From an optimization exercise on the open Yosys and OpenROAD flow, aimed at small area and a short achievable clock period; shortcuts taken in it are not production practice.
Only simulation tests tie the RTL to the original design; equivalence was not proved.
No activity file was given, so power comes from the tool's default toggle rates.

== wip/delta ==
// ula_top
module ula_top (
    input         clk,
    input  [31:0] in1,
    input  [31:0] in2,
    input  [4:0]  op,
    output [31:0] result,
    output        zero
);
    reg [3:0] lut;
    reg       rev, lui, bkeep, binv, cin, sel_sum, sel_shr, sel_shl, sel_set,
              set_inv, sra;
    always @(*) begin
        lut = 4'b1100;    
        {rev, lui, bkeep, binv, cin, sel_sum, sel_shr, sel_shl, sel_set,
         set_inv, sra} = 11'b0;
        case (op)
            5'd0, 5'd17: begin lut = 4'b1000; sel_sum = 1'b1; end   
            5'd1, 5'd18: begin lut = 4'b1110; sel_sum = 1'b1; end   
            5'd3, 5'd19: begin lut = 4'b0110; sel_sum = 1'b1; end   
            5'd4:        begin lut = 4'b0001; sel_sum = 1'b1; end   
            5'd2, 5'd16: begin bkeep = 1'b1; sel_sum = 1'b1; end    
            5'd6: begin bkeep = 1'b1; binv = 1'b1; cin = 1'b1; sel_sum = 1'b1; end  
            5'd5, 5'd7, 5'd23, 5'd24: begin                         
                bkeep = 1'b1; binv = 1'b1; cin = 1'b1; sel_set = 1'b1; set_inv = 1'b1;
            end
            5'd20: begin lut = 4'b0110; binv = 1'b1; sel_set = 1'b1; set_inv = 1'b1; end  
            5'd21: begin lut = 4'b0110; binv = 1'b1; sel_set = 1'b1; end  
            5'd8, 5'd11:  begin lut = 4'b0000; rev = 1'b1; bkeep = 1'b1; sel_shl = 1'b1; end  
            5'd9, 5'd12:  begin bkeep = 1'b1; sel_shr = 1'b1; end    
            5'd10, 5'd13: begin bkeep = 1'b1; sel_shr = 1'b1; sra = 1'b1; end  
            5'd14, 5'd26, 5'd27: sel_sum = 1'b1;                     
            5'd25: begin lut = 4'b0000; lui = 1'b1; sel_sum = 1'b1; end  
            default: begin lut = 4'b0000; sel_sum = 1'b1; end        
        endcase
    end
    wire [31:0] a_n, b_n;
    genvar i;
    generate
        for (i = 0; i < 32; i = i + 1) begin : g_prep
            wire l = lut[{in1[i], in2[i]}];
            wire r = rev & in1[31 - i];
            if (i >= 16) begin : g_hi
  ...
For scale: ~1000 cells after synthesis, ~100 flip-flops, roughly 100 I/O pins.
Settings: LEC_CHECK=0, CAP_MARGIN=20, CORE_MARGIN=2, CORE_UTILIZATION=60, CTS_BUF_LIST=sky130_fd_sc_hd__clkbuf_8, SETUP_SLACK_MARGIN=2.9, SLEW_MARGIN=20; clock period 5.5 ns.
standard.sh (not shown) runs the stock make flow with config.mk's settings and CLKGATE_MAP_FILE= SYNTH_SCRIPT=/design/flow/synth_recipe.tcl, a recipe that flattens the netlist after the stock synthesis.
==> flow/flow/run.sh <==
#!/bin/bash
# Own layout flow: the standard flow (standard.sh) with two changes:
#  - synthesis maps the logic with the ABC script in flow/abc.script
#    (registers are mapped by the standard steps, unchanged);
#  - the port buffers are plain buf_1 cells.
# Each tool's output goes to a log file in this folder.
set -euo pipefail
HERE=$(pwd)
# synthesis script: the standard one, with ORFS's synth.tcl calling abc with our script
sed "s#log_cmd abc {\*}\$abc_args#set abc_args [lreplace \$abc_args 1 1 $HERE/flow/abc.script]\n  log_cmd abc {*}\$abc_args#" \
    "$FLOW_HOME/scripts/synth.tcl" > "$HERE/synth_own.tcl"
grep -q "flow/abc.script" "$HERE/synth_own.tcl"
sed "s#source \$::env(SCRIPTS_DIR)/synth.tcl#source $HERE/synth_own.tcl#" synth_recipe.tcl > synth_recipe_own.tcl
grep -q "synth_own.tcl" synth_recipe_own.tcl
export BUFFER_PORTS_ARGS="-buffer_cell sky130_fd_sc_hd__buf_1"
bash standard.sh SYNTH_SCRIPT="$HERE/synth_recipe_own.tcl" finish > standard.log 2>&1
==> flow/flow/abc.script <==
&get -n
&st
&dch
&nf -p -R 25
&put
buffer -c
topo
stime -c
upsize -c
dnsize -c
Edits applied to the flow inputs when going from wip/delta to wip/ember:
# wip/delta
export LEC_CHECK = 0
export CAP_MARGIN = 20
export CORE_MARGIN = 2
export CORE_UTILIZATION = 60
export CTS_BUF_LIST = sky130_fd_sc_hd__clkbuf_8
export SETUP_SLACK_MARGIN = 2.9
export SLEW_MARGIN = 20
create_clock -name core_clock -period 5.5 [get_ports {clk}]
# wip/ember
export LEC_CHECK = 0
export CAP_MARGIN = 20
export CORE_MARGIN = 2
export CORE_UTILIZATION = 40
export SETUP_SLACK_MARGIN = 2.5
export SLEW_MARGIN = 20
create_clock -name core_clock -period 5.5 [get_ports {clk}]
==> flow/flow/abc.script <==
&get -n
&st
&dch
&nf -D 1500
&put
buffer -c
topo
stime -c
upsize -c
dnsize -c
### Flow results
wip/ember has completed all stages; timing, DRC and antenna checks passed.
Comparing wip/ember and wip/delta, the lower routed wire length was measured on wip/delta.
When the final numbers for wip/ember and wip/delta were put side by side, the clock distribution power turned out to be smaller in wip/delta.
Between wip/ember and wip/delta, it is wip/ember whose switching portion of total power is lower, by 1.9 points.
wip/delta and wip/ember ended up with roughly the same flip-flop and latch share of the layout cell area.
Clock share of power: wip/ember and wip/delta compared, lower one is wip/delta
wip/delta ended up with result_q[2] as its beginning of the critical path; wip/ember ended up with b_q[1].
Non-clock buffer count came out lower on wip/ember than on wip/delta.
Edits applied to the flow inputs when going from wip/ember to wip/sierra:
# wip/ember
export LEC_CHECK = 0
export CAP_MARGIN = 20
export CORE_MARGIN = 2
export CORE_UTILIZATION = 40
export SETUP_SLACK_MARGIN = 2.5
export SLEW_MARGIN = 20
create_clock -name core_clock -period 5.5 [get_ports {clk}]
# wip/sierra
export LEC_CHECK = 0
export CAP_MARGIN = 20
export CORE_MARGIN = 2
export CORE_UTILIZATION = 60
export CTS_BUF_LIST = sky130_fd_sc_hd__clkbuf_8
export SETUP_SLACK_MARGIN = 3.0
export SLEW_MARGIN = 20
create_clock -name core_clock -period 5.5 [get_ports {clk}]
==> flow/flow/abc.script <==
&get -n
&st
&dch
&nf -p -R 100
&put
buffer -c
topo
stime -c
upsize -c
dnsize -c
Results
Against wip/ember, setup skew after layout in wip/sierra came out better.
wip/sierra reports a lower sequential share of layout area than wip/ember does.
wip/sierra vs. wip/ember: logic gate share of total power up 4.5 points, non-clock buffer count increased 27, routed wire length now larger, part of the total power dissipated in the clock network fell by 4.2 points, met2 layer usage reported by global route went up 24 points.
wip/sierra gives more routed wire length on met3 than wip/ember did.
Changes in wip/umber relative to wip/sierra:
# wip/sierra
export LEC_CHECK = 0
export CAP_MARGIN = 20
export CORE_MARGIN = 2
export CORE_UTILIZATION = 60
export CTS_BUF_LIST = sky130_fd_sc_hd__clkbuf_8
export SETUP_SLACK_MARGIN = 3.0
export SLEW_MARGIN = 20
create_clock -name core_clock -period 5.5 [get_ports {clk}]
# wip/umber
export LEC_CHECK = 0
export CAP_MARGIN = 20
export CORE_MARGIN = 2
export CORE_UTILIZATION = 40
export SETUP_SLACK_MARGIN = 2.5
export SLEW_MARGIN = 20
create_clock -name core_clock -period 5.5 [get_ports {clk}]
==> flow/run.sh (new file) <==
#!/bin/bash
# synth_recipe.tcl (not shown) runs the flow's synth.tcl, then flattens the netlist and writes it again
# the make line also repeats each setting of config.mk as NAME=value (left out here)
make -C /OpenROAD-flow-scripts/flow DESIGN_CONFIG=/design/flow/config.mk WORK_HOME=/design/flow/orfs CLKGATE_MAP_FILE= SYNTH_SCRIPT=/design/flow/synth_recipe.tcl finish
removed: flow/flow/run.sh
removed: flow/flow/abc.script
removed: flow/standard.sh
Notes after the runs:
For number of sequential storage elements, wip/sierra and wip/umber come out practically identical.
Wire length of the first global-routing pass: wip/umber vs wip/sierra up about 7%
The logic depth of the worst register-to-register path number comes out lower for wip/umber vs wip/sierra.
Going from wip/sierra to wip/umber, global-route met2 utilization shrinks by 19 points.
Hold violation count in the final report came out exactly the same in wip/umber and wip/sierra.
#### Input delta (wip/maple over wip/umber)
# wip/umber
export LEC_CHECK = 0
export CAP_MARGIN = 20
export CORE_MARGIN = 2
export CORE_UTILIZATION = 40
export SETUP_SLACK_MARGIN = 2.5
export SLEW_MARGIN = 20
create_clock -name core_clock -period 5.5 [get_ports {clk}]
# wip/maple
export LEC_CHECK = 0
export CAP_MARGIN = 20
export CORE_MARGIN = 2
export CORE_UTILIZATION = 60
export CTS_BUF_LIST = sky130_fd_sc_hd__clkbuf_8
export SETUP_SLACK_MARGIN = 3.1
export SLEW_MARGIN = 20
create_clock -name core_clock -period 5.5 [get_ports {clk}]
==> flow/flow/run.sh (new file) <==
#!/bin/bash
# Own layout flow: the standard flow (standard.sh) with two changes:
#  - synthesis maps the logic with the ABC script in flow/abc.script
#    (registers are mapped by the standard steps, unchanged);
#  - the port buffers are plain buf_1 cells.
# Each tool's output goes to a log file in this folder.
set -euo pipefail
HERE=$(pwd)
# synthesis script: the standard one, with ORFS's synth.tcl calling abc with our script
sed "s#log_cmd abc {\*}\$abc_args#set abc_args [lreplace \$abc_args 1 1 $HERE/flow/abc.script]\n  log_cmd abc {*}\$abc_args#" \
    "$FLOW_HOME/scripts/synth.tcl" > "$HERE/synth_own.tcl"
grep -q "flow/abc.script" "$HERE/synth_own.tcl"
sed "s#source \$::env(SCRIPTS_DIR)/synth.tcl#source $HERE/synth_own.tcl#" synth_recipe.tcl > synth_recipe_own.tcl
grep -q "synth_own.tcl" synth_recipe_own.tcl
export BUFFER_PORTS_ARGS="-buffer_cell sky130_fd_sc_hd__buf_1"
bash standard.sh SYNTH_SCRIPT="$HERE/synth_recipe_own.tcl" finish > standard.log 2>&1
==> flow/flow/abc.script (new file) <==
&get -n
&st
&dch
&nf -p -R 100
&put
buffer -c
topo
stime -c
upsize -c
dnsize -c
==> flow/standard.sh (new file) <==
#!/bin/bash
# synth_recipe.tcl (not shown) runs the flow's synth.tcl, then flattens the netlist and writes it again
# the make line also repeats each setting of config.mk as NAME=value (left out here)
make -C /OpenROAD-flow-scripts/flow DESIGN_CONFIG=/design/flow/config.mk WORK_HOME=/design/flow/orfs CLKGATE_MAP_FILE= SYNTH_SCRIPT=/design/flow/synth_recipe.tcl "${@:-finish}"
removed: flow/run.sh
Results
wip/maple has completed all stages; timing, DRC and antenna checks passed.
Layout-stage area growth over the synthesis result: wip/maple and wip/umber compared, lower one is wip/umber
Maximum fanout count along the critical path | wip/maple below wip/umber
In the flow results for wip/maple and wip/umber, the non-clock inverter count in the final layout is larger on wip/umber.
Diff wip/umber..wip/maple | fraction of synthesis flops using an asynchronous set or reset pin | negligible
wip/maple vs. wip/umber: cell count after placement +0.46%, starting density of the core +21 points.
In the flow results for wip/maple and wip/umber, the cell area after synthesis is smaller on wip/maple.
The lower net load switching power came out of wip/umber.
Average via count per standard cell for wip/maple is higher than for wip/umber.

-- port drivers added, routing unchanged --
Ports are ideal in the flow. The routed layouts listed here were re-timed in OpenROAD.
Step 1 (the two cells are an assumption about what drives the block):
set clk [get_ports {clk}]
set_driving_cell -lib_cell sky130_fd_sc_hd__clkbuf_16 $clk
set_driving_cell -lib_cell sky130_fd_sc_hd__buf_2 [delete_from_list [all_inputs] $clk]
Step 2 moves the port delays by t, midway between the first and last clock arrival at a register: inputs arrive t later, outputs are due t later. That takes back most of the time a late clock gives input paths.
a / b / c = no drivers / after step 1 / after step 2; a / b = the first two.
run | t (ns) | slack for setup (ns) | hold WS [ns] | worst register clock-pin slew, ns | pins driven straight from the clock port
wip/delta | 0.442 | 2.959 / 2.923 / 2.515 | 0.533 / 0.533 / 0.533 | 0.12 / 0.12 | 1
wip/ember | 0.409 | 2.659 / 2.659 / 2.358 | 0.462 / 0.462 / 0.462 | 0.09 / 0.09 | 1
wip/sierra | 0.448 | 2.939 / 2.899 / 2.507 | 0.512 / 0.512 / 0.512 | 0.11 / 0.11 | 1
wip/umber | 0.398 | 2.613 / 2.582 / 2.247 | 0.608 / 0.608 / 0.608 | 0.08 / 0.08 | 1
wip/maple | 0.440 | 2.834 / 2.814 / 2.374 | 0.513 / 0.513 / 0.513 | 0.11 / 0.11 | 1
After both steps setup and hold are still met in every run listed. The setup slack of wip/maple, which loses most, moves by -0.020 ns with the drivers and by -0.460 ns with both steps.
